Source: an optimization exercise on an open RTL-to-GDS flow (aim: small area and a short achievable clock period). Production flows keep margins and buffers that such runs may drop.
RTL that was checked went through simulation tests only; none was proved equivalent to the original.
For run 1, only the layout was checked, not whether the RTL still works.

==> flow/design.v (outline; a module is shown in full before it is edited, if it fits) <==
// module mac_unit: 2056 lines
// module mac_hi: 10 lines
// module mac_hi2: 17 lines
// module mac_muxi: 3 lines
// module mac_fa: 5 lines
// module mac_hai: 4 lines
// module mac_xnor: 3 lines
// module mac_or: 3 lines
// module mac_aoi21: 3 lines
// module mac_nand2: 3 lines
// module mac_nor2: 3 lines
// module mac_oai21: 3 lines
// module mac_xor: 3 lines
module mac_unit #(
    parameter AW = 16,
    parameter BW = 16,
    parameter ACCW = 40,
    parameter SIGNED = 0
)(
    input  wire clk,
    input  wire rst_n,
    input  wire en,
    input  wire valid_in,
    input  wire [AW-1:0] a,
    input  wire [BW-1:0] b,
    output reg  valid_out,
    output reg  [ACCW-1:0] acc_out
);
  // ...
==> flow/run.sh <==
#!/bin/bash
# synth_recipe.tcl (not shown) runs the flow's synth.tcl, then flattens the netlist and writes it again
# the make line also repeats each setting of config.mk as NAME=value (left out here)
make -C /OpenROAD-flow-scripts/flow DESIGN_CONFIG=/design/flow/config.mk WORK_HOME=/design/flow/orfs CLKGATE_MAP_FILE= SYNTH_SCRIPT=/design/flow/synth_recipe.tcl finish
==> flow/config.mk <==
export PLATFORM = sky130hd
export DESIGN_NAME = mac_unit
export DESIGN_NICKNAME = mac_unit
export VERILOG_FILES = /design/flow/design.v
export SDC_FILE = /design/flow/constraint.sdc
export NUM_CORES = 4
export LEC_CHECK = 0
export CAP_MARGIN = 20
export CORE_MARGIN = 2
export CORE_UTILIZATION = 65
export CTS_BUF_LIST = sky130_fd_sc_hd__clkbuf_4 sky130_fd_sc_hd__clkbuf_8
export SETUP_SLACK_MARGIN = 3.6
export SLEW_MARGIN = 20
export SYNTH_HIERARCHICAL = 1
export SYNTH_MINIMUM_KEEP_SIZE = 0
==> flow/constraint.sdc <==
create_clock -name core_clock -period 7.0 [get_ports {clk}]
set_input_delay 1.4000 -clock core_clock [delete_from_list [all_inputs] [get_ports {clk}]]
set_output_delay 1.4000 -clock core_clock [all_outputs]
set_load 0.01 [all_outputs]
==> impl_summary.txt, run 1 <==
----------------------------------------------------
[Global routing]
  Total congestion overflow after global routing ... 0
  Grt met2 use ... 55.2%
  First-pass GRT wire length ... 52.7 mm

[Finish]
  Synthesis-to-layout area growth ... 10.5%
  Area-dominant cell class after layout ... multi-input combinational cells
  Number of flip-flops and latches ... 121
  Number of multi-input combinational cells in the layout ... 1021
  Total area of multi-input combinational cells ... 9220 um2
  Utilization of the core after routing ... 73.6%

[Timing]
  Final setup violation count ... 0
  Transition time of the tightest slew-check pin ... 0.966 ns
  Final max-slew violation count ... 0

[Worst setup path]
  Cell repeated most along the worst path ... sky130_fd_sc_hd__fa_2
  Worst R2R Start ... pr[48]
  Arrival time of data at the critical path endpoint ... 3.72 ns
  Number of cells on the worst reg-to-reg path ... 12

[Flow run]
  Number of max-capacitance violations reported ... 0

[Logic synthesis]
  Simple-gate area share of the yosys netlist ... 17.8%
  Number of synthesized flops with an enable pin ... 0
  Top cells by count, synth ... 329 x sky130_fd_sc_hd__nand2_1, 224 x sky130_fd_sc_hd__fa_1, 121 x sky130_fd_sc_hd__dfxtp_1
  Mean instance size in the synthesized netlist ... 9.38 um2

[Drt]
  Top metal layer carrying routed signals ... met4
  Post-route antenna net violation count ... 0

[Placement]
  Post-Place Worst Slack ... 2.24 ns
  Post-placement cell count ... 1493

[Outcome]
  Run status ... finished clean

[Floorplan]
  Initial Util ... 66.6%

----------------------------------------------------
==> run 2: changes to the inputs <==
--- a/flow/design.v
+++ b/flow/design.v
@@ -8,17 +8,17 @@
     input  wire rst_n,
     input  wire en,
     input  wire valid_in,
     input  wire [AW-1:0] a,
     input  wire [BW-1:0] b,
     output reg  valid_out,
     output reg  [ACCW-1:0] acc_out
 );
-  reg [78:0] pr;
+  reg [80:0] pr;
   reg valid_reg;
   wire [39:0] nacc = ~acc_out;
   wire p1;
   wire p2;
   wire p3;
   wire p4;
   wire p5;
   wire p6;
@@ -1175,86 +1175,86 @@
   mac_fa fa152 (.a(c580), .b(s485), .ci(s583), .s(s585), .co(c586));
   mac_fa fa153 (.a(c484), .b(s487), .ci(c486), .s(s587), .co(c588));
   mac_fa fa154 (.a(c584), .b(s489), .ci(s587), .s(s589), .co(c590));
   mac_fa fa155 (.a(c488), .b(s491), .ci(c490), .s(s591), .co(c592));
   mac_fa fa156 (.a(s493), .b(c588), .ci(s591), .s(s593), .co(c594));
   mac_fa fa157 (.a(c492), .b(s495), .ci(c494), .s(s595), .co(c596));
   mac_fa fa158 (.a(s497), .b(c592), .ci(s595), .s(s597), .co(c598));
   mac_fa fa159 (.a(c496), .b(s499), .ci(c498), .s(s599), .co(c600));
-  mac_fa fa160 (.a(c596), .b(s501), .ci(s599), .s(s601), .co(c602));
-  mac_fa fa161 (.a(c500), .b(s503), .ci(c502), .s(s603), .co(c604));
-  mac_fa fa162 (.a(c504), .b(s507), .ci(c506), .s(s605), .co(c606));
-  mac_fa fa163 (.a(c508), .b(s511), .ci(c510), .s(s607), .co(c608));
-  mac_fa fa164 (.a(c512), .b(s515), .ci(c514), .s(s609), .co(c610));
-  mac_fa fa165 (.a(c516), .b(s519), .ci(c518), .s(s611), .co(c612));
-  mac_fa fa166 (.a(s543), .b(c540), .ci(s545), .s(s613), .co(c614));
-  mac_fa fa167 (.a(s547), .b(c544), .ci(c546), .s(s615), .co(c616));
-  mac_fa fa168 (.a(c548), .b(s551), .ci(c550), .s(s617), .co(c618));
-  mac_fa fa169 (.a(s555), .b(c552), .ci(s557), .s(s619), .co(c620));
-  mac_fa fa170 (.a(s559), .b(c556), .ci(s561), .s(s621), .co(c622));
-  mac_fa fa171 (.a(c560), .b(s563), .ci(s565), .s(s623), .co(c624));
-  mac_fa fa172 (.a(c562), .b(s623), .ci(c622), .s(s625), .co(c626));
-  mac_fa fa173 (.a(p253), .b(c564), .ci(s567), .s(s627), .co(c628));
-  mac_fa fa174 (.a(c566), .b(s627), .ci(c624), .s(s629), .co(c630));
-  mac_fa fa175 (.a(p224), .b(p239), .ci(p254), .s(s631), .co(c632));
-  mac_fa fa176 (.a(c568), .b(s631), .ci(c628), .s(s633), .co(c634));
-  mac_fa fa177 (.a(p240), .b(p255), .ci(c632), .s(s635), .co(c636));
-  mac_hai ha14 (.a(pr[1]), .b(pr[2]), .s(s637), .co(c638));
-  mac_hai ha15 (.a(pr[3]), .b(nacc[2]), .s(s639), .co(c640));
-  mac_hai ha16 (.a(pr[4]), .b(nacc[3]), .s(s641), .co(c642));
-  mac_fa fa178 (.a(pr[5]), .b(pr[6]), .ci(nacc[4]), .s(s643), .co(c644));
-  mac_fa fa179 (.a(pr[7]), .b(pr[8]), .ci(nacc[5]), .s(s645), .co(c646));
-  mac_fa fa180 (.a(pr[10]), .b(pr[9]), .ci(nacc[6]), .s(s647), .co(c648));
-  mac_fa fa181 (.a(pr[11]), .b(pr[12]), .ci(nacc[7]), .s(s649), .co(c650));
-  mac_fa fa182 (.a(pr[13]), .b(pr[14]), .ci(nacc[8]), .s(s651), .co(c652));
-  mac_fa fa183 (.a(pr[15]), .b(pr[16]), .ci(nacc[9]), .s(s653), .co(c654));
-  mac_fa fa184 (.a(pr[17]), .b(pr[18]), .ci(nacc[10]), .s(s655), .co(c656));
-  mac_fa fa185 (.a(pr[19]), .b(pr[20]), .ci(pr[21]), .s(s657), .co(c658));
-  mac_fa fa186 (.a(pr[22]), .b(nacc[11]), .ci(c656), .s(s659), .co(c660));
-  mac_fa fa187 (.a(pr[23]), .b(pr[24]), .ci(pr[25]), .s(s661), .co(c662));
-  mac_fa fa188 (.a(nacc[12]), .b(c658), .ci(s661), .s(s663), .co(c664));
-  mac_fa fa189 (.a(pr[26]), .b(pr[27]), .ci(pr[28]), .s(s665), .co(c666));
-  mac_fa fa190 (.a(nacc[13]), .b(c662), .ci(s665), .s(s667), .co(c668));
-  mac_fa fa191 (.a(pr[29]), .b(pr[30]), .ci(pr[31]), .s(s669), .co(c670));
-  mac_fa fa192 (.a(nacc[14]), .b(c666), .ci(s669), .s(s671), .co(c672));
-  mac_fa fa193 (.a(pr[32]), .b(pr[33]), .ci(pr[34]), .s(s673), .co(c674));
-  mac_fa fa194 (.a(nacc[15]), .b(c670), .ci(s673), .s(s675), .co(c676));
-  mac_fa fa195 (.a(pr[35]), .b(pr[36]), .ci(pr[37]), .s(s677), .co(c678));
-  mac_fa fa196 (.a(pr[38]), .b(pr[39]), .ci(nacc[16]), .s(s679), .co(c680));
+  mac_fa fa160 (.a(c500), .b(s503), .ci(c502), .s(s601), .co(c602));
+  mac_fa fa161 (.a(c504), .b(s507), .ci(c506), .s(s603), .co(c604));
+  mac_fa fa162 (.a(c508), .b(s511), .ci(c510), .s(s605), .co(c606));
+  mac_fa fa163 (.a(c512), .b(s515), .ci(c514), .s(s607), .co(c608));
+  mac_fa fa164 (.a(s543), .b(c540), .ci(s545), .s(s609), .co(c610));
+  mac_fa fa165 (.a(s547), .b(c544), .ci(c546), .s(s611), .co(c612));
+  mac_fa fa166 (.a(c548), .b(s551), .ci(c550), .s(s613), .co(c614));
+  mac_fa fa167 (.a(s555), .b(c552), .ci(s557), .s(s615), .co(c616));
+  mac_fa fa168 (.a(s559), .b(c556), .ci(s561), .s(s617), .co(c618));
+  mac_fa fa169 (.a(c560), .b(s563), .ci(s565), .s(s619), .co(c620));
+  mac_fa fa170 (.a(c562), .b(s619), .ci(c618), .s(s621), .co(c622));
+  mac_fa fa171 (.a(p253), .b(c564), .ci(s567), .s(s623), .co(c624));
+  mac_fa fa172 (.a(c566), .b(s623), .ci(c620), .s(s625), .co(c626));
+  mac_fa fa173 (.a(p224), .b(p239), .ci(p254), .s(s627), .co(c628));
+  mac_fa fa174 (.a(c568), .b(s627), .ci(c624), .s(s629), .co(c630));
+  mac_fa fa175 (.a(p240), .b(p255), .ci(c628), .s(s631), .co(c632));
+  mac_hai ha14 (.a(pr[1]), .b(pr[2]), .s(s633), .co(c634));
+  mac_hai ha15 (.a(pr[3]), .b(nacc[2]), .s(s635), .co(c636));
+  mac_hai ha16 (.a(pr[4]), .b(nacc[3]), .s(s637), .co(c638));
+  mac_fa fa176 (.a(pr[5]), .b(pr[6]), .ci(nacc[4]), .s(s639), .co(c640));
+  mac_fa fa177 (.a(pr[7]), .b(pr[8]), .ci(nacc[5]), .s(s641), .co(c642));
+  mac_fa fa178 (.a(pr[10]), .b(pr[9]), .ci(nacc[6]), .s(s643), .co(c644));
+  mac_fa fa179 (.a(pr[11]), .b(pr[12]), .ci(nacc[7]), .s(s645), .co(c646));
+  mac_fa fa180 (.a(pr[13]), .b(pr[14]), .ci(nacc[8]), .s(s647), .co(c648));
+  mac_fa fa181 (.a(pr[15]), .b(pr[16]), .ci(nacc[9]), .s(s649), .co(c650));
+  mac_fa fa182 (.a(pr[17]), .b(pr[18]), .ci(pr[19]), .s(s651), .co(c652));
+  mac_fa fa183 (.a(pr[20]), .b(nacc[10]), .ci(c650), .s(s653), .co(c654));
+  mac_fa fa184 (.a(pr[21]), .b(pr[22]), .ci(pr[23]), .s(s655), .co(c656));
+  mac_fa fa185 (.a(nacc[11]), .b(c652), .ci(s655), .s(s657), .co(c658));
+  mac_fa fa186 (.a(pr[24]), .b(pr[25]), .ci(pr[26]), .s(s659), .co(c660));
+  mac_fa fa187 (.a(nacc[12]), .b(c656), .ci(s659), .s(s661), .co(c662));
+  mac_fa fa188 (.a(pr[27]), .b(pr[28]), .ci(pr[29]), .s(s663), .co(c664));
+  mac_fa fa189 (.a(nacc[13]), .b(c660), .ci(s663), .s(s665), .co(c666));
+  mac_fa fa190 (.a(pr[30]), .b(pr[31]), .ci(pr[32]), .s(s667), .co(c668));
+  mac_fa fa191 (.a(nacc[14]), .b(c664), .ci(s667), .s(s669), .co(c670));
+  mac_fa fa192 (.a(pr[33]), .b(pr[34]), .ci(pr[35]), .s(s671), .co(c672));
+  mac_fa fa193 (.a(pr[36]), .b(pr[37]), .ci(nacc[15]), .s(s673), .co(c674));
+  mac_fa fa194 (.a(c668), .b(s671), .ci(s673), .s(s675), .co(c676));
+  mac_fa fa195 (.a(pr[38]), .b(pr[39]), .ci(pr[40]), .s(s677), .co(c678));
+  mac_fa fa196 (.a(pr[41]), .b(nacc[16]), .ci(c672), .s(s679), .co(c680));
   mac_fa fa197 (.a(c674), .b(s677), .ci(s679), .s(s681), .co(c682));
-  mac_fa fa198 (.a(pr[40]), .b(pr[41]), .ci(pr[42]), .s(s683), .co(c684));
-  mac_fa fa199 (.a(pr[43]), .b(nacc[17]), .ci(c678), .s(s685), .co(c686));
-  mac_fa fa200 (.a(c680), .b(s683), .ci(s685), .s(s687), .co(c688));
-  mac_fa fa201 (.a(pr[44]), .b(pr[45]), .ci(pr[46]), .s(s689), .co(c690));
-  mac_fa fa202 (.a(pr[47]), .b(nacc[18]), .ci(c684), .s(s691), .co(c692));
+  mac_fa fa198 (.a(pr[42]), .b(pr[43]), .ci(pr[44]), .s(s683), .co(c684));
+  mac_fa fa199 (.a(pr[45]), .b(nacc[17]), .ci(c678), .s(s685), .co(c686));
+  mac_fa fa200 (.a(s683), .b(c680), .ci(s685), .s(s687), .co(c688));
+  mac_fa fa201 (.a(pr[46]), .b(pr[47]), .ci(pr[48]), .s(s689), .co(c690));
+  mac_fa fa202 (.a(pr[49]), .b(nacc[18]), .ci(c684), .s(s691), .co(c692));
   mac_fa fa203 (.a(s689), .b(c686), .ci(s691), .s(s693), .co(c694));
-  mac_fa fa204 (.a(pr[48]), .b(pr[49]), .ci(pr[50]), .s(s695), .co(c696));
-  mac_fa fa205 (.a(pr[51]), .b(nacc[19]), .ci(c690), .s(s697), .co(c698));
+  mac_fa fa204 (.a(pr[50]), .b(pr[51]), .ci(pr[52]), .s(s695), .co(c696));
+  mac_fa fa205 (.a(pr[53]), .b(nacc[19]), .ci(c690), .s(s697), .co(c698));
   mac_fa fa206 (.a(s695), .b(c692), .ci(s697), .s(s699), .co(c700));
-  mac_fa fa207 (.a(pr[52]), .b(pr[53]), .ci(pr[54]), .s(s701), .co(c702));
-  mac_fa fa208 (.a(pr[55]), .b(nacc[20]), .ci(c696), .s(s703), .co(c704));
+  mac_fa fa207 (.a(pr[54]), .b(pr[55]), .ci(pr[56]), .s(s701), .co(c702));
+  mac_fa fa208 (.a(pr[57]), .b(nacc[20]), .ci(c696), .s(s703), .co(c704));
   mac_fa fa209 (.a(s701), .b(c698), .ci(s703), .s(s705), .co(c706));
-  mac_fa fa210 (.a(pr[56]), .b(pr[57]), .ci(nacc[21]), .s(s707), .co(c708));
+  mac_fa fa210 (.a(pr[58]), .b(pr[59]), .ci(nacc[21]), .s(s707), .co(c708));
   mac_fa fa211 (.a(c702), .b(s707), .ci(c704), .s(s709), .co(c710));
-  mac_fa fa212 (.a(pr[58]), .b(pr[59]), .ci(pr[60]), .s(s711), .co(c712));
+  mac_fa fa212 (.a(pr[60]), .b(pr[61]), .ci(pr[62]), .s(s711), .co(c712));
   mac_fa fa213 (.a(nacc[22]), .b(c708), .ci(s711), .s(s713), .co(c714));
-  mac_fa fa214 (.a(pr[61]), .b(pr[62]), .ci(pr[63]), .s(s715), .co(c716));
+  mac_fa fa214 (.a(pr[63]), .b(pr[64]), .ci(pr[65]), .s(s715), .co(c716));
   mac_fa fa215 (.a(nacc[23]), .b(c712), .ci(s715), .s(s717), .co(c718));
-  mac_fa fa216 (.a(pr[64]), .b(pr[65]), .ci(pr[66]), .s(s719), .co(c720));
+  mac_fa fa216 (.a(pr[66]), .b(pr[67]), .ci(pr[68]), .s(s719), .co(c720));
   mac_fa fa217 (.a(nacc[24]), .b(c716), .ci(s719), .s(s721), .co(c722));
-  mac_fa fa218 (.a(pr[67]), .b(pr[68]), .ci(pr[69]), .s(s723), .co(c724));
+  mac_fa fa218 (.a(pr[69]), .b(pr[70]), .ci(pr[71]), .s(s723), .co(c724));
   mac_fa fa219 (.a(nacc[25]), .b(c720), .ci(s723), .s(s725), .co(c726));
-  mac_fa fa220 (.a(pr[70]), .b(nacc[26]), .ci(c724), .s(s727), .co(c728));
-  mac_fa fa221 (.a(pr[71]), .b(pr[72]), .ci(nacc[27]), .s(s729), .co(c730));
-  mac_fa fa222 (.a(pr[73]), .b(pr[74]), .ci(nacc[28]), .s(s731), .co(c732));
-  mac_fa fa223 (.a(pr[75]), .b(pr[76]), .ci(nacc[29]), .s(s733), .co(c734));
-  mac_fa fa224 (.a(pr[77]), .b(pr[78]), .ci(nacc[30]), .s(s735), .co(c736));
-  wire [39:0] ra = {nacc[39], nacc[38], nacc[37], nacc[36], nacc[35], nacc[34], nacc[33], nacc[32], nacc[31], c734, c732, c730, s729, s727, c722, c718, c714, s713, c706, c700, c694, c688, c682, c676, c672, c668, c664, c660, s657, c654, c652, c650, c648, c646, c644, c642, c640, c638, nacc[1], pr[0]};
-  wire [39:0] rb = {1'b1, 1'b1, 1'b1, 1'b1, 1'b1, 1'b1, 1'b1, 1'b1, c736, s735, s733, s731, c728, c726, s725, s721, s717, c710, s709, s705, s699, s693, s687, s681, s675, s671, s667, s663, s659, s655, s653, s651, s649, s647, s645, s643, s641, s639, s637, nacc[0]};
+  mac_fa fa220 (.a(pr[72]), .b(nacc[26]), .ci(c724), .s(s727), .co(c728));
+  mac_fa fa221 (.a(pr[73]), .b(pr[74]), .ci(nacc[27]), .s(s729), .co(c730));
+  mac_fa fa222 (.a(pr[75]), .b(pr[76]), .ci(nacc[28]), .s(s731), .co(c732));
+  mac_fa fa223 (.a(pr[77]), .b(pr[78]), .ci(nacc[29]), .s(s733), .co(c734));
+  mac_fa fa224 (.a(pr[79]), .b(pr[80]), .ci(nacc[30]), .s(s735), .co(c736));
+  wire [39:0] ra = {nacc[39], nacc[38], nacc[37], nacc[36], nacc[35], nacc[34], nacc[33], nacc[32], nacc[31], c734, c732, c730, s729, s727, c722, c718, c714, s713, c706, c700, c694, c688, c682, c676, c670, c666, c662, c658, c654, s651, c648, c646, c644, c642, c640, c638, c636, c634, nacc[1], pr[0]};
+  wire [39:0] rb = {1'b1, 1'b1, 1'b1, 1'b1, 1'b1, 1'b1, 1'b1, 1'b1, c736, s735, s733, s731, c728, c726, s725, s721, s717, c710, s709, s705, s699, s693, s687, s681, s675, s669, s665, s661, s657, s653, s649, s647, s645, s643, s641, s639, s637, s635, s633, nacc[0]};
   wire [32:0] ks_s;
   wire ks_y1;
   mac_nor2 uks_y1 (.a(ra[0]), .b(rb[0]), .y(ks_y1));
   wire ks_y2;
   mac_xor uks_y2 (.a(ra[0]), .b(rb[0]), .y(ks_y2));
   wire ks_y3;
   mac_nor2 uks_y3 (.a(ra[1]), .b(rb[1]), .y(ks_y3));
   wire ks_y4;
@@ -1870,205 +1870,69 @@
   wire ks_y309;
   mac_aoi21 uks_y309 (.a1(ks_y287), .a2(ks_y255), .b1(ks_y286), .y(ks_y309));
   wire ks_y310;
   mac_aoi21 uks_y310 (.a1(ks_y289), .a2(ks_y256), .b1(ks_y288), .y(ks_y310));
   wire ks_y311;
   mac_nand2 uks_y311 (.a(ks_y289), .b(ks_y257), .y(ks_y311));
   wire ks_y312;
   mac_oai21 uks_y312 (.a1(ks_y311), .a2(ks_n130), .b1(ks_y310), .y(ks_y312));
-  wire acc_sel = en & valid_reg;
-  wire [32:0] lo_next;
-  assign lo_next[0] = rst_n & (acc_sel ? ks_y2 : acc_out[0]);
-  wire ks_d0n313;
-  wire ks_d1n314;
-  assign ks_d0n313 = ~(rst_n & (acc_sel ? ks_y4 : acc_out[1]));
-  assign ks_d1n314 = ~(rst_n & (acc_sel ? ~ks_y4 : acc_out[1]));
-  mac_muxi um1 (.s(ks_y1), .d0(ks_d0n313), .d1(ks_d1n314), .y(lo_next[1]));
-  wire ks_d0n315;
-  wire ks_d1n316;
-  assign ks_d0n315 = ~(rst_n & (acc_sel ? ks_y6 : acc_out[2]));
-  assign ks_d1n316 = ~(rst_n & (acc_sel ? ~ks_y6 : acc_out[2]));
-  mac_muxi um2 (.s(ks_y67), .d0(ks_d1n316), .d1(ks_d0n315), .y(lo_next[2]));
-  wire ks_d0n317;
-  wire ks_d1n318;
-  assign ks_d0n317 = ~(rst_n & (acc_sel ? ks_y8 : acc_out[3]));
-  assign ks_d1n318 = ~(rst_n & (acc_sel ? ~ks_y8 : acc_out[3]));
-  mac_muxi um3 (.s(ks_y131), .d0(ks_d0n317), .d1(ks_d1n318), .y(lo_next[3]));
-  wire ks_d0n319;
-  wire ks_d1n320;
-  assign ks_d0n319 = ~(rst_n & (acc_sel ? ks_y10 : acc_out[4]));
-  assign ks_d1n320 = ~(rst_n & (acc_sel ? ~ks_y10 : acc_out[4]));
-  mac_muxi um4 (.s(ks_y132), .d0(ks_d0n319), .d1(ks_d1n320), .y(lo_next[4]));
-  wire ks_d0n321;
-  wire ks_d1n322;
-  assign ks_d0n321 = ~(rst_n & (acc_sel ? ks_y12 : acc_out[5]));
-  assign ks_d1n322 = ~(rst_n & (acc_sel ? ~ks_y12 : acc_out[5]));
-  mac_muxi um5 (.s(ks_y191), .d0(ks_d1n322), .d1(ks_d0n321), .y(lo_next[5]));
-  wire ks_d0n323;
-  wire ks_d1n324;
-  assign ks_d0n323 = ~(rst_n & (acc_sel ? ks_y14 : acc_out[6]));
-  assign ks_d1n324 = ~(rst_n & (acc_sel ? ~ks_y14 : acc_out[6]));
-  mac_muxi um6 (.s(ks_y193), .d0(ks_d1n324), .d1(ks_d0n323), .y(lo_next[6]));
-  wire ks_d0n325;
-  wire ks_d1n326;
-  assign ks_d0n325 = ~(rst_n & (acc_sel ? ks_y16 : acc_out[7]));
-  assign ks_d1n326 = ~(rst_n & (acc_sel ? ~ks_y16 : acc_out[7]));
-  mac_muxi um7 (.s(ks_y194), .d0(ks_d1n326), .d1(ks_d0n325), .y(lo_next[7]));
-  wire ks_d0n327;
-  wire ks_d1n328;
-  assign ks_d0n327 = ~(rst_n & (acc_sel ? ks_y18 : acc_out[8]));
-  assign ks_d1n328 = ~(rst_n & (acc_sel ? ~ks_y18 : acc_out[8]));
-  mac_muxi um8 (.s(ks_y195), .d0(ks_d1n328), .d1(ks_d0n327), .y(lo_next[8]));
-  wire ks_d0n329;
-  wire ks_d1n330;
-  assign ks_d0n329 = ~(rst_n & (acc_sel ? ks_y20 : acc_out[9]));
-  assign ks_d1n330 = ~(rst_n & (acc_sel ? ~ks_y20 : acc_out[9]));
-  mac_muxi um9 (.s(ks_y246), .d0(ks_d0n329), .d1(ks_d1n330), .y(lo_next[9]));
-  wire ks_d0n331;
-  wire ks_d1n332;
-  assign ks_d0n331 = ~(rst_n & (acc_sel ? ks_y22 : acc_out[10]));
-  assign ks_d1n332 = ~(rst_n & (acc_sel ? ~ks_y22 : acc_out[10]));
-  mac_muxi um10 (.s(ks_y247), .d0(ks_d0n331), .d1(ks_d1n332), .y(lo_next[10]));
-  wire ks_d0n333;
-  wire ks_d1n334;
-  assign ks_d0n333 = ~(rst_n & (acc_sel ? ks_y24 : acc_out[11]));
-  assign ks_d1n334 = ~(rst_n & (acc_sel ? ~ks_y24 : acc_out[11]));
-  mac_muxi um11 (.s(ks_y249), .d0(ks_d0n333), .d1(ks_d1n334), .y(lo_next[11]));
-  wire ks_d0n335;
-  wire ks_d1n336;
-  assign ks_d0n335 = ~(rst_n & (acc_sel ? ks_y26 : acc_out[12]));
-  assign ks_d1n336 = ~(rst_n & (acc_sel ? ~ks_y26 : acc_out[12]));
-  mac_muxi um12 (.s(ks_y251), .d0(ks_d0n335), .d1(ks_d1n336), .y(lo_next[12]));
-  wire ks_d0n337;
-  wire ks_d1n338;
-  assign ks_d0n337 = ~(rst_n & (acc_sel ? ks_y28 : acc_out[13]));
-  assign ks_d1n338 = ~(rst_n & (acc_sel ? ~ks_y28 : acc_out[13]));
-  mac_muxi um13 (.s(ks_y252), .d0(ks_d0n337), .d1(ks_d1n338), .y(lo_next[13]));
-  wire ks_d0n339;
-  wire ks_d1n340;
-  assign ks_d0n339 = ~(rst_n & (acc_sel ? ks_y30 : acc_out[14]));
-  assign ks_d1n340 = ~(rst_n & (acc_sel ? ~ks_y30 : acc_out[14]));
-  mac_muxi um14 (.s(ks_y253), .d0(ks_d0n339), .d1(ks_d1n340), .y(lo_next[14]));
-  wire ks_d0n341;
-  wire ks_d1n342;
-  assign ks_d0n341 = ~(rst_n & (acc_sel ? ks_y32 : acc_out[15]));
-  assign ks_d1n342 = ~(rst_n & (acc_sel ? ~ks_y32 : acc_out[15]));
-  mac_muxi um15 (.s(ks_y254), .d0(ks_d0n341), .d1(ks_d1n342), .y(lo_next[15]));
-  wire ks_d0n343;
-  wire ks_d1n344;
-  assign ks_d0n343 = ~(rst_n & (acc_sel ? ks_y34 : acc_out[16]));
-  assign ks_d1n344 = ~(rst_n & (acc_sel ? ~ks_y34 : acc_out[16]));
-  mac_muxi um16 (.s(ks_y255), .d0(ks_d0n343), .d1(ks_d1n344), .y(lo_next[16]));
-  wire ks_d0n345;
-  wire ks_d1n346;
-  assign ks_d0n345 = ~(rst_n & (acc_sel ? ks_y36 : acc_out[17]));
-  assign ks_d1n346 = ~(rst_n & (acc_sel ? ~ks_y36 : acc_out[17]));
-  mac_muxi um17 (.s(ks_y290), .d0(ks_d1n346), .d1(ks_d0n345), .y(lo_next[17]));
-  wire ks_d0n347;
-  wire ks_d1n348;
-  assign ks_d0n347 = ~(rst_n & (acc_sel ? ks_y38 : acc_out[18]));
-  assign ks_d1n348 = ~(rst_n & (acc_sel ? ~ks_y38 : acc_out[18]));
-  mac_muxi um18 (.s(ks_y291), .d0(ks_d1n348), .d1(ks_d0n347), .y(lo_next[18]));
-  wire ks_d0n349;
-  wire ks_d1n350;
-  assign ks_d0n349 = ~(rst_n & (acc_sel ? ks_y40 : acc_out[19]));
-  assign ks_d1n350 = ~(rst_n & (acc_sel ? ~ks_y40 : acc_out[19]));
-  mac_muxi um19 (.s(ks_y292), .d0(ks_d1n350), .d1(ks_d0n349), .y(lo_next[19]));
-  wire ks_d0n351;
-  wire ks_d1n352;
-  assign ks_d0n351 = ~(rst_n & (acc_sel ? ks_y42 : acc_out[20]));
-  assign ks_d1n352 = ~(rst_n & (acc_sel ? ~ks_y42 : acc_out[20]));
-  mac_muxi um20 (.s(ks_y293), .d0(ks_d1n352), .d1(ks_d0n351), .y(lo_next[20]));
-  wire ks_d0n353;
-  wire ks_d1n354;
-  assign ks_d0n353 = ~(rst_n & (acc_sel ? ks_y44 : acc_out[21]));
-  assign ks_d1n354 = ~(rst_n & (acc_sel ? ~ks_y44 : acc_out[21]));
-  mac_muxi um21 (.s(ks_y295), .d0(ks_d1n354), .d1(ks_d0n353), .y(lo_next[21]));
-  wire ks_d0n355;
-  wire ks_d1n356;
-  assign ks_d0n355 = ~(rst_n & (acc_sel ? ks_y46 : acc_out[22]));
-  assign ks_d1n356 = ~(rst_n & (acc_sel ? ~ks_y46 : acc_out[22]));
-  mac_muxi um22 (.s(ks_y297), .d0(ks_d1n356), .d1(ks_d0n355), .y(lo_next[22]));
-  wire ks_d0n357;
-  wire ks_d1n358;
-  assign ks_d0n357 = ~(rst_n & (acc_sel ? ks_y48 : acc_out[23]));
-  assign ks_d1n358 = ~(rst_n & (acc_sel ? ~ks_y48 : acc_out[23]));
-  mac_muxi um23 (.s(ks_y299), .d0(ks_d1n358), .d1(ks_d0n357), .y(lo_next[23]));
-  wire ks_d0n359;
-  wire ks_d1n360;
-  assign ks_d0n359 = ~(rst_n & (acc_sel ? ks_y50 : acc_out[24]));
-  assign ks_d1n360 = ~(rst_n & (acc_sel ? ~ks_y50 : acc_out[24]));
-  mac_muxi um24 (.s(ks_y301), .d0(ks_d1n360), .d1(ks_d0n359), .y(lo_next[24]));
-  wire ks_d0n361;
-  wire ks_d1n362;
-  assign ks_d0n361 = ~(rst_n & (acc_sel ? ks_y52 : acc_out[25]));
-  assign ks_d1n362 = ~(rst_n & (acc_sel ? ~ks_y52 : acc_out[25]));
-  mac_muxi um25 (.s(ks_y302), .d0(ks_d1n362), .d1(ks_d0n361), .y(lo_next[25]));
-  wire ks_d0n363;
-  wire ks_d1n364;
-  assign ks_d0n363 = ~(rst_n & (acc_sel ? ks_y54 : acc_out[26]));
-  assign ks_d1n364 = ~(rst_n & (acc_sel ? ~ks_y54 : acc_out[26]));
-  mac_muxi um26 (.s(ks_y303), .d0(ks_d1n364), .d1(ks_d0n363), .y(lo_next[26]));
-  wire ks_d0n365;
-  wire ks_d1n366;
-  assign ks_d0n365 = ~(rst_n & (acc_sel ? ks_y56 : acc_out[27]));
-  assign ks_d1n366 = ~(rst_n & (acc_sel ? ~ks_y56 : acc_out[27]));
-  mac_muxi um27 (.s(ks_y304), .d0(ks_d1n366), .d1(ks_d0n365), .y(lo_next[27]));
-  wire ks_d0n367;
-  wire ks_d1n368;
-  assign ks_d0n367 = ~(rst_n & (acc_sel ? ks_y58 : acc_out[28]));
-  assign ks_d1n368 = ~(rst_n & (acc_sel ? ~ks_y58 : acc_out[28]));
-  mac_muxi um28 (.s(ks_y305), .d0(ks_d1n368), .d1(ks_d0n367), .y(lo_next[28]));
-  wire ks_d0n369;
-  wire ks_d1n370;
-  assign ks_d0n369 = ~(rst_n & (acc_sel ? ks_y60 : acc_out[29]));
-  assign ks_d1n370 = ~(rst_n & (acc_sel ? ~ks_y60 : acc_out[29]));
-  mac_muxi um29 (.s(ks_y306), .d0(ks_d1n370), .d1(ks_d0n369), .y(lo_next[29]));
-  wire ks_d0n371;
-  wire ks_d1n372;
-  assign ks_d0n371 = ~(rst_n & (acc_sel ? ks_y62 : acc_out[30]));
-  assign ks_d1n372 = ~(rst_n & (acc_sel ? ~ks_y62 : acc_out[30]));
-  mac_muxi um30 (.s(ks_y307), .d0(ks_d1n372), .d1(ks_d0n371), .y(lo_next[30]));
-  wire ks_d0n373;
-  wire ks_d1n374;
-  assign ks_d0n373 = ~(rst_n & (acc_sel ? ks_y64 : acc_out[31]));
-  assign ks_d1n374 = ~(rst_n & (acc_sel ? ~ks_y64 : acc_out[31]));
-  mac_muxi um31 (.s(ks_y308), .d0(ks_d1n374), .d1(ks_d0n373), .y(lo_next[31]));
-  wire ks_d0n375;
-  wire ks_d1n376;
-  assign ks_d0n375 = ~(rst_n & (acc_sel ? ks_y66 : acc_out[32]));
-  assign ks_d1n376 = ~(rst_n & (acc_sel ? ~ks_y66 : acc_out[32]));
-  mac_muxi um32 (.s(ks_y309), .d0(ks_d1n376), .d1(ks_d0n375), .y(lo_next[32]));
-  wire [33:0] lo = {~ks_y312, 33'd0};
+  assign ks_s[0] = ks_y2;
+  assign ks_s[1] = ks_y4 ^ ks_y1;
+  assign ks_s[2] = ~ks_y6 ^ ks_y67;
+  assign ks_s[3] = ks_y8 ^ ks_y131;
+  assign ks_s[4] = ks_y10 ^ ks_y132;
+  assign ks_s[5] = ~ks_y12 ^ ks_y191;
+  assign ks_s[6] = ~ks_y14 ^ ks_y193;
+  assign ks_s[7] = ~ks_y16 ^ ks_y194;
+  assign ks_s[8] = ~ks_y18 ^ ks_y195;
+  assign ks_s[9] = ks_y20 ^ ks_y246;
+  assign ks_s[10] = ks_y22 ^ ks_y247;
+  assign ks_s[11] = ks_y24 ^ ks_y249;
+  assign ks_s[12] = ks_y26 ^ ks_y251;
+  assign ks_s[13] = ks_y28 ^ ks_y252;
+  assign ks_s[14] = ks_y30 ^ ks_y253;
+  assign ks_s[15] = ks_y32 ^ ks_y254;
+  assign ks_s[16] = ks_y34 ^ ks_y255;
+  assign ks_s[17] = ~ks_y36 ^ ks_y290;
+  assign ks_s[18] = ~ks_y38 ^ ks_y291;
+  assign ks_s[19] = ~ks_y40 ^ ks_y292;
+  assign ks_s[20] = ~ks_y42 ^ ks_y293;
+  assign ks_s[21] = ~ks_y44 ^ ks_y295;
+  assign ks_s[22] = ~ks_y46 ^ ks_y297;
+  assign ks_s[23] = ~ks_y48 ^ ks_y299;
+  assign ks_s[24] = ~ks_y50 ^ ks_y301;
+  assign ks_s[25] = ~ks_y52 ^ ks_y302;
+  assign ks_s[26] = ~ks_y54 ^ ks_y303;
+  assign ks_s[27] = ~ks_y56 ^ ks_y304;
+  assign ks_s[28] = ~ks_y58 ^ ks_y305;
+  assign ks_s[29] = ~ks_y60 ^ ks_y306;
+  assign ks_s[30] = ~ks_y62 ^ ks_y307;
+  assign ks_s[31] = ~ks_y64 ^ ks_y308;
+  assign ks_s[32] = ~ks_y66 ^ ks_y309;
+  wire [33:0] lo = ~{ks_y312, ks_s};
   wire [6:0] hi_next;
   mac_hi2 #(.N(7)) hi (.acc(acc_out[39:33]), .cn(lo[33]), .sel(en & valid_reg), .rst_n(rst_n), .d(hi_next));
+  wire [32:0] sum = ~lo[32:0];
   always @(posedge clk) begin
-    pr <= {c636, p256, c634, s635, c630, s633, c626, s629, s625, c620, s621, c558, c618, s619, c554, s617, c616, s553, s615, c614, s549, s613, c542, c538, s541, s539, c536, s537, c534, s535, c532, s533, c530, s531, c528, s529, c526, s527, c524, c612, s525, c522, s523, c520, s611, s521, c610, s609, c608, s517, s607, c606, s513, s605, c604, s509, c602, s603, c600, s505, s601, c598, s597, c594, s593, c590, s589, c586, s585, c582, s581, c578, s577, c574, s573, s569, p2, p17, p1};
+    pr <= {c632, p256, c630, s631, c626, s629, c622, s625, s621, c616, s617, c558, c614, s615, c554, s613, c612, s553, s611, c610, s549, s609, c542, c538, s541, s539, c536, s537, c534, s535, c532, s533, c530, s531, c528, s529, c526, s527, c524, s525, c522, s523, c520, s521, c608, c518, s519, c516, s607, c606, s517, s605, c604, s513, s603, c602, s509, s601, c600, s505, c598, s599, s501, c596, s597, c594, s593, c590, s589, c586, s585, c582, s581, c578, s577, c574, s573, s569, p2, p17, p1};
     valid_reg <= valid_in & rst_n;
   end
   always @(posedge clk) begin
     if (!rst_n) begin
+      acc_out[32:0] <= 33'd0;
       valid_out <= 1'b0;
     end else begin
       valid_out <= valid_reg;
+      if (en && valid_reg)
+        acc_out[32:0] <= sum;
     end
-    acc_out <= {hi_next, lo_next};
+    acc_out[39:33] <= hi_next;
   end
 endmodule
-module mac_hi #(parameter N = 7) (
-    input  wire [N-1:0] acc,
-    input  wire cn,        
-    input  wire sel,       
-    input  wire rst_n,
-    output wire [N-1:0] d
-);
-  wire [N-1:0] inc = acc + 1'b1;
-  assign d = !rst_n ? {N{1'b0}} : (sel & ~cn) ? inc : acc;
-endmodule
 module mac_hi2 #(parameter N = 7) (
     input  wire [N-1:0] acc,
     input  wire cn,        
     input  wire sel,       
     input  wire rst_n,
     output wire [N-1:0] d
 );
   wire [N-1:0] inc = acc + 1'b1;
==> flow/flow/run.sh (new file) <==
#!/bin/bash
# The standard layout (the standard.sh, all steps), with the port
# buffers inserted as the smallest buffer cell; the flow's repair steps
# resize the ones on critical paths.
set -e
cp standard.sh standard_sh.txt
export BUFFER_PORTS_ARGS="-buffer_cell sky130_fd_sc_hd__buf_1"
bash standard.sh > standard.log 2>&1
==> flow/standard.sh (new file) <==
#!/bin/bash
# synth_recipe.tcl (not shown) runs the flow's synth.tcl, then flattens the netlist and writes it again
# the make line also repeats each setting of config.mk as NAME=value (left out here)
make -C /OpenROAD-flow-scripts/flow DESIGN_CONFIG=/design/flow/config.mk WORK_HOME=/design/flow/orfs CLKGATE_MAP_FILE= SYNTH_SCRIPT=/design/flow/synth_recipe.tcl "${@:-finish}"
==> flow/config.mk (replaced) <==
export PLATFORM = sky130hd
export DESIGN_NAME = mac_unit
export DESIGN_NICKNAME = mac_unit
export VERILOG_FILES = /design/flow/design.v
export SDC_FILE = /design/flow/constraint.sdc
export NUM_CORES = 4
export LEC_CHECK = 0
export CAP_MARGIN = 20
export CORE_MARGIN = 2
export CORE_UTILIZATION = 65
export CTS_BUF_LIST = sky130_fd_sc_hd__clkbuf_4 sky130_fd_sc_hd__clkbuf_8
export SETUP_SLACK_MARGIN = 3.7
export SLEW_MARGIN = 20
export SYNTH_HIERARCHICAL = 1
export SYNTH_MINIMUM_KEEP_SIZE = 0
removed: flow/run.sh
==> impl_summary.txt, run 2 <==
----------------------------------------------------
[Floorplan]
  Horiz. Die Dim ... 136 um
  Boundary pin count ... 77
  Core area ... 17200 um2
  Y dimension of the die ... 136 um
  Die Outline Area ... 18600 um2
  Rows ... 48
  Initial Util ... 66.1% (-0.47 points)

[Timing]
  Final setup violation count ... 0 (unchanged)
  Highest Clock Rate ... 0.301 GHz
  RSZ-0062 raised after global routing ... yes
  Setup tns final ... 0 ns
  Transition time of the tightest slew-check pin ... 0.902 ns (-0.0641 ns)
  Post-route setup slack ... 3.67 ns
  Final clock period utilization by the worst path ... 47.5%
  Clock period minus worst slack ... 3.33 ns
  Slew margin rel. ... 39.7%
  Clock Skews ... 0.0122 ns
  Final max-slew violation count ... 0 (unchanged)
  Final Hold Viols ... 0

[Drt]
  Number of vias per cell after detailed routing ... 5.93
  Post-route antenna net violation count ... 0 (unchanged)
  Final routed DRC violation total ... 0
  Average wire per standard cell ... 21.1 um
  Iteration-0 DRC count of the detailed router ... 642
  Detailed-route via count ... 8828
  Post-Route WL ... 31.4 mm
  Number of search-and-repair iterations in the first detailed-routing pass ... 7

[Placement]
  Post-Place Worst Slack ... 2.54 ns (+0.301 ns)
  Count of buffers inserted at the top-level ports ... 76
  HPWL after detailed placement ... 22.4 mm
  Post-place instance area ... 11800 um2
  RD Place Congestion ... 0.910
  Post-placement cell count ... 1427 (-4.4%)

[Finish]
  Reg with most FFs ... pr
  Area of all placed cells without fillers ... 13100 um2
  Fill cells ... 1199
  Total area of multi-input combinational cells ... 8850 um2 (-4.0%)
  Layout Cells excl Fill ... 1488
  Most common cell after layout, fill and taps aside ... sky130_fd_sc_hd__nand2_1
  Antenna diode count ... 0
  Share of final-layout standard cells stronger than drive strength 1 ... 23.0%
  Synthesis-to-layout area growth ... 15.0%
  Net count of the finished layout ... 1512
  Utilization of the core after routing ... 76.1% (+2.5 points)
  Number of flip-flops in the largest register ... 81
  Biggest registers after layout ... pr x81, acc_out x40
  Leading cell types in the layout, fill and taps excluded ... 317 x sky130_fd_sc_hd__nand2_1, 186 x sky130_fd_sc_hd__fa_1, 121 x sky130_fd_sc_hd__dfxtp_1
  Area occupied by registers ... 2460 um2

[Flow run]
  Number of max-capacitance violations reported ... 0 (unchanged)

[Logic synthesis]
  Warning count from the yosys run ... 7
  Synth async-reset ratio ... 0%
  Share of Yosys cell area claimed by the top area cell type ... 39.3%
  Cell types with the largest area share after synthesis ... sky130_fd_sc_hd__fa_1 39%, sky130_fd_sc_hd__dfxtp_1 22%, sky130_fd_sc_hd__nand2_1 11%, sky130_fd_sc_hd__a21oi_2 6.0%, sky130_fd_sc_hd__xor2_1 4.2%
  Mean instance size in the synthesized netlist ... 9.50 um2 (+1.3%)
  Total of flip-flops plus latches after synthesis ... 123
  Post-synthesis instance total ... 1200
  Top cells by count, synth ... 349 x sky130_fd_sc_hd__nand2_1, 224 x sky130_fd_sc_hd__fa_1, 123 x sky130_fd_sc_hd__dfxtp_1
  Primary flip-flop cell chosen by synthesis mapping ... sky130_fd_sc_hd__dfxtp_1
  Number of synthesized flops with an enable pin ... 0 (unchanged)
  Post-synthesis sequential area ratio ... 21.6%
  Most frequently used cell type in the post-synthesis netlist ... sky130_fd_sc_hd__nand2_1
  Yosys cell types ... 29
  Mapped cell area ... 11400 um2
  Leading area contributor after synthesis ... sky130_fd_sc_hd__fa_1

[Global routing]
  Antenna violations before repair ... 0
  Total congestion overflow after global routing ... 0 (unchanged)
  Vias in the first global route ... 8865
  GRT Resource Usage Total ... 33.8%
  First-pass GRT wire length ... 46.4 mm (-12%)
  Pin count of the biggest net entering global routing ... 40

[Worst hold path]
  Hold/Removal Path Class ... register to register

[Worst setup path]
  Critical Path Sink Type ... register
  R2R Setup Slk ... 3.74 ns
  Cell repeated most along the worst path ... sky130_fd_sc_hd__fa_1
  Cell type of the slowest stage on the worst timing path ... sky130_fd_sc_hd__fa_1
  Class of the most critical setup path ... input pin to register
  Series of cell instances along the critical path ... buf_6 -> nand2_1 -> fa_1 -> fa_1 -> fa_1 -> fa_1
  Arrival time of data at the critical path endpoint ... 3.65 ns (-0.07 ns)
  Crit-path max FO ... 16
  Startpoint type of the worst setup path ... input pin
  Slowest stage delay, CP ... 0.51 ns
  Critical Path RT ... 7.32 ns

[Clock tree]
  Cts bufs inserted ... 17
  TritonCTS sink count ... 123
  Clock tree from TritonCTS ... built
  Insertion delay of the later-clocked pin in the worst-skew pair ... 0.45 ns
  Worst-path clk slew ... 0.08 ns
  Worst-case clock buffer depth ... 2
  Clock Root Buffer ... sky130_fd_sc_hd__clkbuf_8
  Total of hold buffers inserted after clock tree synthesis ... 0
  Max H-tree Level ... 4

[Outcome]
  Run status ... finished clean

----------------------------------------------------
-- run 2: changes by cell type in the layout (fill, tap and decap cells not counted), sizes merged, moves of 30 or more --
cell / change
buf: +68
clkdlybuf4s50: -42
a31oi: -34
and4: -32
mux2i: -32
o211ai: -30
-- run 2: worst max-delay path, delay by kind of cell --
family                   cells  cell delay [ns]
adder cells (fa/ha/maj)      4             1.91
AND/OR/NAND/NOR              1             0.14
buffers and inverters        1             0.19
-- run 2: per-module statistics from Yosys, one instance, submodules excluded, a selection --
module     cells inside  times used
mac_or                1          16
mac_xor               1          33
mac_unit            602           1
mac_muxi              1           7
mac_nor2              1          79
mac_fa                1         224
mac_xnor              1          16
mac_nand2             1          57
mac_oai21             1          57
-- run 2: logic make-up after synthesis --
kind of cell               synth area share, %
AOI/OAI and AO/OA                         11.6
xor gates and xnor gates                  6.53
adders and majority gates                 39.4
buffers and inverters                     4.59
DFF                                       21.6
muxes                                    0.713
other                                   0.0329
and+or+nand+nor                           15.5
-- run 2: through the flow --
| stage | hold slack, ns |
|---|---|
| final | 0.494 |
| after global routing | 0.503 |
| after CTS | 0.493 |
| after detailed placement | 0.478 |
| after global placement | 0.475 |
| after floorplan | 0.504 |
-- run 2: cell type report --
cell class                      instances  area share, %
Tap cell                              225           2.15
Clock buffer                           20           2.00
Timing Repair Buffer                  108           7.19
Inverter                               43           1.23
Clock inverter                         11           1.11
Sequential cell                       123           18.8
Multi-Input combinational cell        958           67.5
-- run 2: path summary, 6_finish.rpt --
check	start	endpoint	cells past startpoint
worst min register to register	acc_out[31]	acc_out[31]	2
worst max-delay path	b[7]	pr[59]	6
worst min-delay path	acc_out[31]	acc_out[31]	2
worst max register to register	pr[33]	acc_out[21]	12
-- run 2: layer usage --
layer  track usage [%]  vias up  wire length, um
li1                  -     3862                -
met1              44.0     4317            12100
met2              54.7      548            15200
met3              9.96      101             3010
met4              11.2        0             1140
met5                 0        -                0
-- run 2: timing repair --
action / in CTS / in global routing
setup buffers: 2 / 28
pin swaps: 2 / 24
resized for setup: 160 / 118
gates cloned: 0 / 0
setup endpoints to repair: 87 / 40
==> run 3: changes to the inputs <==
==> flow/run.sh (new file) <==
#!/bin/bash
# synth_recipe.tcl (not shown) runs the flow's synth.tcl, then flattens the netlist and writes it again
# the make line also repeats each setting of config.mk as NAME=value (left out here)
make -C /OpenROAD-flow-scripts/flow DESIGN_CONFIG=/design/flow/config.mk WORK_HOME=/design/flow/orfs CLKGATE_MAP_FILE= SYNTH_SCRIPT=/design/flow/synth_recipe.tcl finish
--- a/flow/config.mk
+++ b/flow/config.mk
@@ -10,5 +10,5 @@
 export CORE_UTILIZATION = 65
 export CTS_BUF_LIST = sky130_fd_sc_hd__clkbuf_4 sky130_fd_sc_hd__clkbuf_8
-export SETUP_SLACK_MARGIN = 3.7
+export SETUP_SLACK_MARGIN = 3.9
 export SLEW_MARGIN = 20
 export SYNTH_HIERARCHICAL = 1
removed: flow/flow/run.sh
removed: flow/standard.sh
==> impl_summary.txt, run 3 <==
----------------------------------------------------
[Finish]
  Biggest registers after layout ... pr x81, acc_out x40
  Net count of the finished layout ... 1598 (+5.7%)
  Reg with most FFs ... pr
  Share of final-layout standard cells stronger than drive strength 1 ... 37.2% (+14 points)
  Number of flip-flops in the largest register ... 81 (unchanged)
  Synthesis-to-layout area growth ... 32.6%
  Utilization of the core after routing ... 87.7% (+12 points)
  Layout Cells excl Fill ... 1575 (+5.8%)
  Antenna diode count ... 0 (unchanged)
  Leading cell types in the layout, fill and taps excluded ... 268 x sky130_fd_sc_hd__nand2_1, 130 x sky130_fd_sc_hd__fa_1, 120 x sky130_fd_sc_hd__dfxtp_1
  Most common cell after layout, fill and taps aside ... sky130_fd_sc_hd__nand2_1
  Area of all placed cells without fillers ... 15100 um2 (+15%)

[Timing]
  Highest Clock Rate ... 0.288 GHz (-4.1%)
  Clock period minus worst slack ... 3.47 ns (+0.144 ns)
  Final setup violation count ... 0 (unchanged)
  Setup tns final ... 0 ns (unchanged)
  Final max-slew violation count ... 0 (unchanged)
  Final Hold Viols ... 0 (unchanged)
  Slew margin rel. ... 59.2% (+20 points)
  Worst Hold Margin ... 0.491 ns (-0.00265 ns)
  RSZ-0062 raised after global routing ... yes
  Transition time of the tightest slew-check pin ... 0.611 ns (-0.291 ns)
  Clock Skews ... 0.0179 ns (+0.00569 ns)
  Final clock period utilization by the worst path ... 49.6% (+2.1 points)

[Global routing]
  Total congestion overflow after global routing ... 0 (unchanged)
  Antenna violations before repair ... 0 (unchanged)
  First-pass GRT wire length ... 53.1 mm (+15%)
  GRT Resource Usage Total ... 38.7% (+4.9 points)
  Vias in the first global route ... 10000 (+13%)
  Pin count of the biggest net entering global routing ... 40 (unchanged)

[Placement]
  HPWL after detailed placement ... 22.5 mm (+0.22%)
  Count of buffers inserted at the top-level ports ... 76 (unchanged)
  Post-place instance area ... 12500 um2 (+6.0%)
  Post-placement cell count ... 1428 (+0.070%)
  RD Place Congestion ... 0.916 (+0.67%)

[Logic synthesis]
  Mean instance size in the synthesized netlist ... 9.50 um2 (unchanged)
  Share of Yosys cell area claimed by the top area cell type ... 39.3% (unchanged)
  Leading area contributor after synthesis ... sky130_fd_sc_hd__fa_1
  Yosys cell types ... 29 (unchanged)
  Mapped cell area ... 11400 um2 (unchanged)
  Most frequently used cell type in the post-synthesis netlist ... sky130_fd_sc_hd__nand2_1
  Post-synthesis sequential area ratio ... 21.6% (unchanged)
  Post-synthesis instance total ... 1200 (unchanged)
  Synth async-reset ratio ... 0% (unchanged)
  Warning count from the yosys run ... 7 (unchanged)
  Primary flip-flop cell chosen by synthesis mapping ... sky130_fd_sc_hd__dfxtp_1
  Total of flip-flops plus latches after synthesis ... 123 (unchanged)
  Number of synthesized flops with an enable pin ... 0 (unchanged)
  Top cells by count, synth ... 349 x sky130_fd_sc_hd__nand2_1, 224 x sky130_fd_sc_hd__fa_1, 123 x sky130_fd_sc_hd__dfxtp_1
  Cell types with the largest area share after synthesis ... sky130_fd_sc_hd__fa_1 39%, sky130_fd_sc_hd__dfxtp_1 22%, sky130_fd_sc_hd__nand2_1 11%, sky130_fd_sc_hd__a21oi_2 6.0%, sky130_fd_sc_hd__xor2_1 4.2%

[Worst hold path]
  Hold/Removal Path Class ... register to register

[Worst setup path]
  Startpoint type of the worst setup path ... register
  Critical Path RT ... 7.37 ns (+0.05 ns)
  Arrival time of data at the critical path endpoint ... 3.84 ns (+0.19 ns)
  Crit-path max FO ... 4 (-12)
  Critical Path Sink Type ... register
  Class of the most critical setup path ... register to register

[Clock tree]
  Worst-case clock buffer depth ... 2 (unchanged)
  TritonCTS sink count ... 123 (unchanged)
  Worst-path clk slew ... 0.08 ns (about the same)
  Cts bufs inserted ... 17 (unchanged)
  Total of hold buffers inserted after clock tree synthesis ... 0 (unchanged)
  Insertion delay of the later-clocked pin in the worst-skew pair ... 0.48 ns (+0.03 ns)
  Max H-tree Level ... 4 (unchanged)
  Clock tree from TritonCTS ... built
  Clock Root Buffer ... sky130_fd_sc_hd__clkbuf_8

[Floorplan]
  Boundary pin count ... 77 (unchanged)
  Horiz. Die Dim ... 136 um (unchanged)
  Rows ... 48 (unchanged)
  Die Outline Area ... 18600 um2 (unchanged)
  Core area ... 17200 um2 (unchanged)
  Y dimension of the die ... 136 um (unchanged)
  Initial Util ... 66.1% (unchanged)

[Flow run]
  Number of max-capacitance violations reported ... 0 (unchanged)

[Outcome]
  Run status ... finished clean

[Drt]
  Post-route antenna net violation count ... 0 (unchanged)
  Final routed DRC violation total ... 0 (unchanged)
  Number of vias per cell after detailed routing ... 6.52 (+9.9%)
  Iteration-0 DRC count of the detailed router ... 1358 (+110%)
  Post-Route WL ... 42.9 mm (+36%)
  Average wire per standard cell ... 27.2 um (+29%)
  Number of search-and-repair iterations in the first detailed-routing pass ... 8 (+1)
  Detailed-route via count ... 10300 (+16%)

----------------------------------------------------
==> run 3: cell types whose count changed in the layout (fill, tap and decap cells not counted), moves of 9 or more <==
cell	previous run	this run
sky130_fd_sc_hd__fa_1	186	130
sky130_fd_sc_hd__buf_4	33	91
sky130_fd_sc_hd__buf_1	44	0
sky130_fd_sc_hd__buf_16	7	24
sky130_fd_sc_hd__nand2_2	26	48
sky130_fd_sc_hd__nand2_4	6	33
sky130_fd_sc_hd__clkdlybuf4s50_1	0	44
sky130_fd_sc_hd__nand2_1	317	268
sky130_fd_sc_hd__o21ai_1	50	41
sky130_fd_sc_hd__fa_2	38	94
==> run 3: cell type report <==
class                           count  area (um2)
Clock buffer                       17         234
Clock inverter                     15         188
Fill cell                         747        2120
Inverter                           43         161
Multi-Input combinational cell    958        9420
Sequential cell                   123        2470
Tap cell                          225         282
Timing Repair Buffer              194        2360
==> run 3: worst paths after layout <==
path	end	slack (ns)	start	cells past startpoint
setup / recovery	acc_out[26]	3.53	pr[42]	11
hold / removal	acc_out[30]	0.49	acc_out[30]	2
setup reg to reg	acc_out[26]	3.53	pr[42]	11
hold reg to reg	acc_out[30]	0.49	acc_out[30]	2
==> run 3: worst max-delay path, cell delays in order, from the launching register on <==
cell and delay, ns:
sky130_fd_sc_hd__dfxtp_1 0.33, sky130_fd_sc_hd__fa_1 0.45, sky130_fd_sc_hd__fa_1 0.48, sky130_fd_sc_hd__fa_1 0.63, sky130_fd_sc_hd__xor2_4 0.31, sky130_fd_sc_hd__nand2_2 0.15, sky130_fd_sc_hd__nor2_2 0.21, sky130_fd_sc_hd__nand2_1 0.12
sky130_fd_sc_hd__nor2_1 0.18, sky130_fd_sc_hd__a21oi_2 0.11, sky130_fd_sc_hd__xor2_1 0.19, sky130_fd_sc_hd__o22ai_1 0.21
==> run 3: per-module statistics from Yosys (local to each module, per instance), a selection <==
module	copies in the design	flip-flops and latches
mac_unit	1	123
mac_fa	224	0
mac_muxi	7	0
mac_aoi21	78	0
mac_xnor	16	0
mac_xor	33	0
mac_or	16	0
mac_oai21	57	0
mac_nand2	57	0
mac_nor2	79	0
==> run 3: logic make-up (layout without fill, tap and decap cells) <==
logic type,Yosys count,in the layout,synth area share (%)
AND/OR/NAND/NOR,454,454,15.5
adder cells (fa/ha/maj),225,225,39.4
AO/OA/AOI/OAI,184,184,11.6
flip-flops,123,123,21.6
buffers and inverters,120,269,4.59
XOR/XNOR,85,85,6.53
multiplexers,8,8,0.713
other,1,2,0.0329
==> run 3: routing by layer <==
layer / wire length, um / track usage, % / vias to the layer above / part of all wire (%)
li1: - / - / 4049 / -
met1: 14300 / 49.0 / 4912 / 33
met2: 19300 / 60.7 / 940 / 45
met3: 5310 / 10.6 / 366 / 12
met4: 3950 / 21.3 / 2 / 9.2
met5: 34 / 0 / - / 0.079
==> run 3: metrics by stage <==
stage               setup WS [ns]
floorplan                    3.31
global placement             2.27
detailed placement           2.25
CTS                          3.76
global route                 3.43
finish                       3.53
==> run 3: what timing repair did <==
action,4_1_cts,5_1_grt
pin swaps,48,78
gates cloned,3,4
setup buffers,62,46
resized for setup,361,123
setup endpoints to repair,101,58
==> run 4: changes to the inputs <==
--- a/flow/config.mk
+++ b/flow/config.mk
@@ -10,5 +10,5 @@
 export CORE_UTILIZATION = 65
 export CTS_BUF_LIST = sky130_fd_sc_hd__clkbuf_4 sky130_fd_sc_hd__clkbuf_8
-export SETUP_SLACK_MARGIN = 3.9
+export SETUP_SLACK_MARGIN = 3.75
 export SLEW_MARGIN = 20
 export SYNTH_HIERARCHICAL = 1
==> impl_summary.txt, run 4 <==
----------------------------------------------------
[Outcome]
  Run status ... finished clean

[Worst setup path]
  Startpoint type of the worst setup path ... input pin
  Cell type of the slowest stage on the worst timing path ... sky130_fd_sc_hd__fa_1
  Series of cell instances along the critical path ... buf_16 -> buf_4 -> nand2_2 -> fa_1 -> fa_1 -> fa_1 -> fa_1
  Slowest stage delay, CP ... 0.58 ns (-0.05 ns)
  CP Buf/Inv Count ... 2 (+2)
  Critical Path RT ... 7.32 ns (-0.05 ns)
  Crit-path max FO ... 6 (+2)
  Top cell family by delay on the critical path ... adder cells
  Cell repeated most along the worst path ... sky130_fd_sc_hd__fa_1
  Class of the most critical setup path ... input pin to register
  Critical Path Sink Type ... register
  Arrival time of data at the critical path endpoint ... 3.64 ns (-0.20 ns)

[Clock tree]
  Total of hold buffers inserted after clock tree synthesis ... 0 (unchanged)
  Max H-tree Level ... 4 (unchanged)
  TritonCTS sink count ... 123 (unchanged)
  Cts bufs inserted ... 17 (unchanged)
  Worst-case clock buffer depth ... 2 (unchanged)
  Insertion delay of the later-clocked pin in the worst-skew pair ... 0.46 ns (-0.02 ns)
  Clock tree from TritonCTS ... built
  Worst-path clk slew ... 0.08 ns (about the same)
  Clock Root Buffer ... sky130_fd_sc_hd__clkbuf_8

[Finish]
  Leading cell types in the layout, fill and taps excluded ... 308 x sky130_fd_sc_hd__nand2_1, 171 x sky130_fd_sc_hd__fa_1, 122 x sky130_fd_sc_hd__dfxtp_1
  Antenna diode count ... 0 (unchanged)
  Synthesis-to-layout area growth ... 19.5%
  Reg with most FFs ... pr
  Number of flip-flops in the largest register ... 81 (unchanged)
  Most common cell after layout, fill and taps aside ... sky130_fd_sc_hd__nand2_1
  Share of final-layout standard cells stronger than drive strength 1 ... 26.0% (-11 points)
  Area of all placed cells without fillers ... 13600 um2 (-9.8%)
  Layout Cells excl Fill ... 1497 (-5.0%)
  Utilization of the core after routing ... 79.1% (-8.6 points)
  Fill cells ... 1109 (+48%)
  Biggest registers after layout ... pr x81, acc_out x40
  Net count of the finished layout ... 1520 (-4.9%)

[Timing]
  Clock Skews ... 0.0118 ns (-0.00603 ns)
  Post-route setup slack ... 3.68 ns (+0.151 ns)
  RSZ-0062 raised after global routing ... yes
  Slew margin rel. ... 38.8% (-20 points)
  Final max-slew violation count ... 0 (unchanged)
  Final Hold Viols ... 0 (unchanged)
  Setup tns final ... 0 ns (unchanged)
  Clock period minus worst slack ... 3.32 ns (-0.151 ns)
  Highest Clock Rate ... 0.301 GHz (+4.6%)
  Transition time of the tightest slew-check pin ... 0.915 ns (+0.304 ns)
  Final clock period utilization by the worst path ... 47.4% (-2.2 points)
  Final setup violation count ... 0 (unchanged)
  Worst Hold Margin ... 0.490 ns (-0.00117 ns)

[Global routing]
  First-pass GRT wire length ... 47.2 mm (-11%)
  Pin count of the biggest net entering global routing ... 40 (unchanged)
  Antenna violations before repair ... 0 (unchanged)
  Vias in the first global route ... 9032 (-9.7%)
  GRT Resource Usage Total ... 34.1% (-4.6 points)
  Total congestion overflow after global routing ... 0 (unchanged)

[Logic synthesis]
  Share of Yosys cell area claimed by the top area cell type ... 39.3% (unchanged)
  Cell types with the largest area share after synthesis ... sky130_fd_sc_hd__fa_1 39%, sky130_fd_sc_hd__dfxtp_1 22%, sky130_fd_sc_hd__nand2_1 11%, sky130_fd_sc_hd__a21oi_2 6.0%, sky130_fd_sc_hd__xor2_1 4.2%
  Top cells by count, synth ... 349 x sky130_fd_sc_hd__nand2_1, 224 x sky130_fd_sc_hd__fa_1, 123 x sky130_fd_sc_hd__dfxtp_1
  Mean instance size in the synthesized netlist ... 9.50 um2 (unchanged)
  Primary flip-flop cell chosen by synthesis mapping ... sky130_fd_sc_hd__dfxtp_1
  Number of synthesized flops with an enable pin ... 0 (unchanged)
  Most frequently used cell type in the post-synthesis netlist ... sky130_fd_sc_hd__nand2_1
  Warning count from the yosys run ... 7 (unchanged)
  Leading area contributor after synthesis ... sky130_fd_sc_hd__fa_1
  Synth async-reset ratio ... 0% (unchanged)
  Yosys cell types ... 29 (unchanged)
  Post-synthesis sequential area ratio ... 21.6% (unchanged)
  Total of flip-flops plus latches after synthesis ... 123 (unchanged)
  Post-synthesis instance total ... 1200 (unchanged)
  Mapped cell area ... 11400 um2 (unchanged)

[Drt]
  Post-Route WL ... 31.0 mm (-28%)
  Number of vias per cell after detailed routing ... 5.97 (-8.4%)
  Average wire per standard cell ... 20.7 um (-24%)
  Post-route antenna net violation count ... 0 (unchanged)
  Number of search-and-repair iterations in the first detailed-routing pass ... 5 (-3)
  Iteration-0 DRC count of the detailed router ... 763 (-44%)
  Detailed-route via count ... 8940 (-13%)
  Final routed DRC violation total ... 0 (unchanged)

[Floorplan]
  Die Outline Area ... 18600 um2 (unchanged)
  Core area ... 17200 um2 (unchanged)
  Rows ... 48 (unchanged)
  Y dimension of the die ... 136 um (unchanged)
  Boundary pin count ... 77 (unchanged)
  Horiz. Die Dim ... 136 um (unchanged)
  Initial Util ... 66.1% (unchanged)

[Flow run]
  Number of max-capacitance violations reported ... 0 (unchanged)

[Placement]
  Post-place instance area ... 12300 um2 (-1.4%)
  HPWL after detailed placement ... 22.3 mm (-0.67%)
  RD Place Congestion ... 0.926 (+1.1%)
  Count of buffers inserted at the top-level ports ... 76 (unchanged)
  Post-Place Worst Slack ... 2.24 ns (-0.00327 ns)
  Post-placement cell count ... 1428 (unchanged)

[Worst hold path]
  Hold/Removal Path Class ... register to register

----------------------------------------------------
-- run 4: cell counts after synthesis --
Identical to the previous run, type by type.
-- run 4: kinds of logic (layout without fill, tap and decap cells) --
group,count (synthesis),after routing,synth area share [%]
xor+xnor,85,85,6.53
fa+ha+maj,225,225,39.4
buf+inv,120,191,4.59
mux,8,8,0.713
compound gates,184,184,11.6
other cells,1,2,0.0329
flops,123,123,21.6
simple gates,454,454,15.5
-- run 4: modules after synthesis (local to each module, per instance), excerpt --
module,flops+latches,copies in the design,cells inside,area (um2)
mac_unit,123,1,602,4660
mac_fa,0,224,1,20.0
mac_muxi,0,7,1,10.0
mac_aoi21,0,78,1,8.76
mac_xnor,0,16,1,8.76
mac_xor,0,33,1,8.76
mac_or,0,16,1,6.26
mac_oai21,0,57,1,5.00
mac_nand2,0,57,1,3.75
mac_nor2,0,79,1,3.75
-- run 4: metal layers --
layer | routed length (um) | share of wire [%] | track usage, % | vias up
li1 | - | - | - | 3874
met1 | 11800 | 38 | 43.8 | 4428
met2 | 15000 | 48 | 56.0 | 514
met3 | 2900 | 9.3 | 7.72 | 124
met4 | 1350 | 4.4 | 14.9 | 0
met5 | 0 | 0 | 0 | -
-- run 4: cell type report --
type                            instances  area (um2)  area share (%)
Inverter                               43         164            1.20
Clock buffer                           20         275            2.02
Clock inverter                         12         138            1.01
Multi-Input combinational cell        958        8990            66.0
Tap cell                              225         282            2.07
Timing Repair Buffer                  116        1320            9.67
Sequential cell                       123        2460            18.1
-- run 4: timing repair --
action	4_1_cts	5_1_grt
endpoints found under the setup margin	95	44
setup buffers	8	28
gates cloned	0	1
pin swaps	7	35
gates resized for setup	228	121
-- run 4: worst min-delay path: stages (launching register included) --
cell and delay [ns]:
sky130_fd_sc_hd__dfxtp_1 0.32, sky130_fd_sc_hd__nand2_1 0.06, sky130_fd_sc_hd__o22ai_1 0.06
-- run 4: worst paths after layout --
path,from,end,slack (ns),cells past startpoint
min reg2reg,acc_out[30],acc_out[30],0.49,2
min,acc_out[30],acc_out[30],0.49,2
max,a[6],pr[45],3.68,7
max reg2reg,pr[35],acc_out[17],3.71,11

[re-timing with driven ports]
How much do the figures lean on ideal ports? The routed layouts below were timed once more, with nothing changed but the port constraints.
Step 1 (the two cells are an assumption about what drives the block):
set clk [get_ports {clk}]
set_driving_cell -lib_cell sky130_fd_sc_hd__clkbuf_16 $clk
set_driving_cell -lib_cell sky130_fd_sc_hd__buf_2 [delete_from_list [all_inputs] $clk]
Step 2 also shifts input and output timing later by t, the mid clock arrival at the registers, as if the neighbouring blocks saw the same clock.
Three values: ideal, step 1, step 2; two values: the first two.
| run | t, ns | setup slack, ns | pins driven straight from the clock port |
|---|---|---|---|
| run 1 | 0.495 | 3.629 / 3.638 / 3.142 | 1 |
| run 2 | 0.481 | 3.673 / 3.632 / 3.150 | 1 |
| run 3 | 0.501 | 3.529 / 3.529 / 3.035 | 1 |
| run 4 | 0.487 | 3.681 / 3.582 / 3.095 | 1 |
After both steps setup and hold are still met in every run listed. For run 4, which loses most, drivers alone change the setup slack by -0.099 ns; drivers and shift together by -0.586 ns.
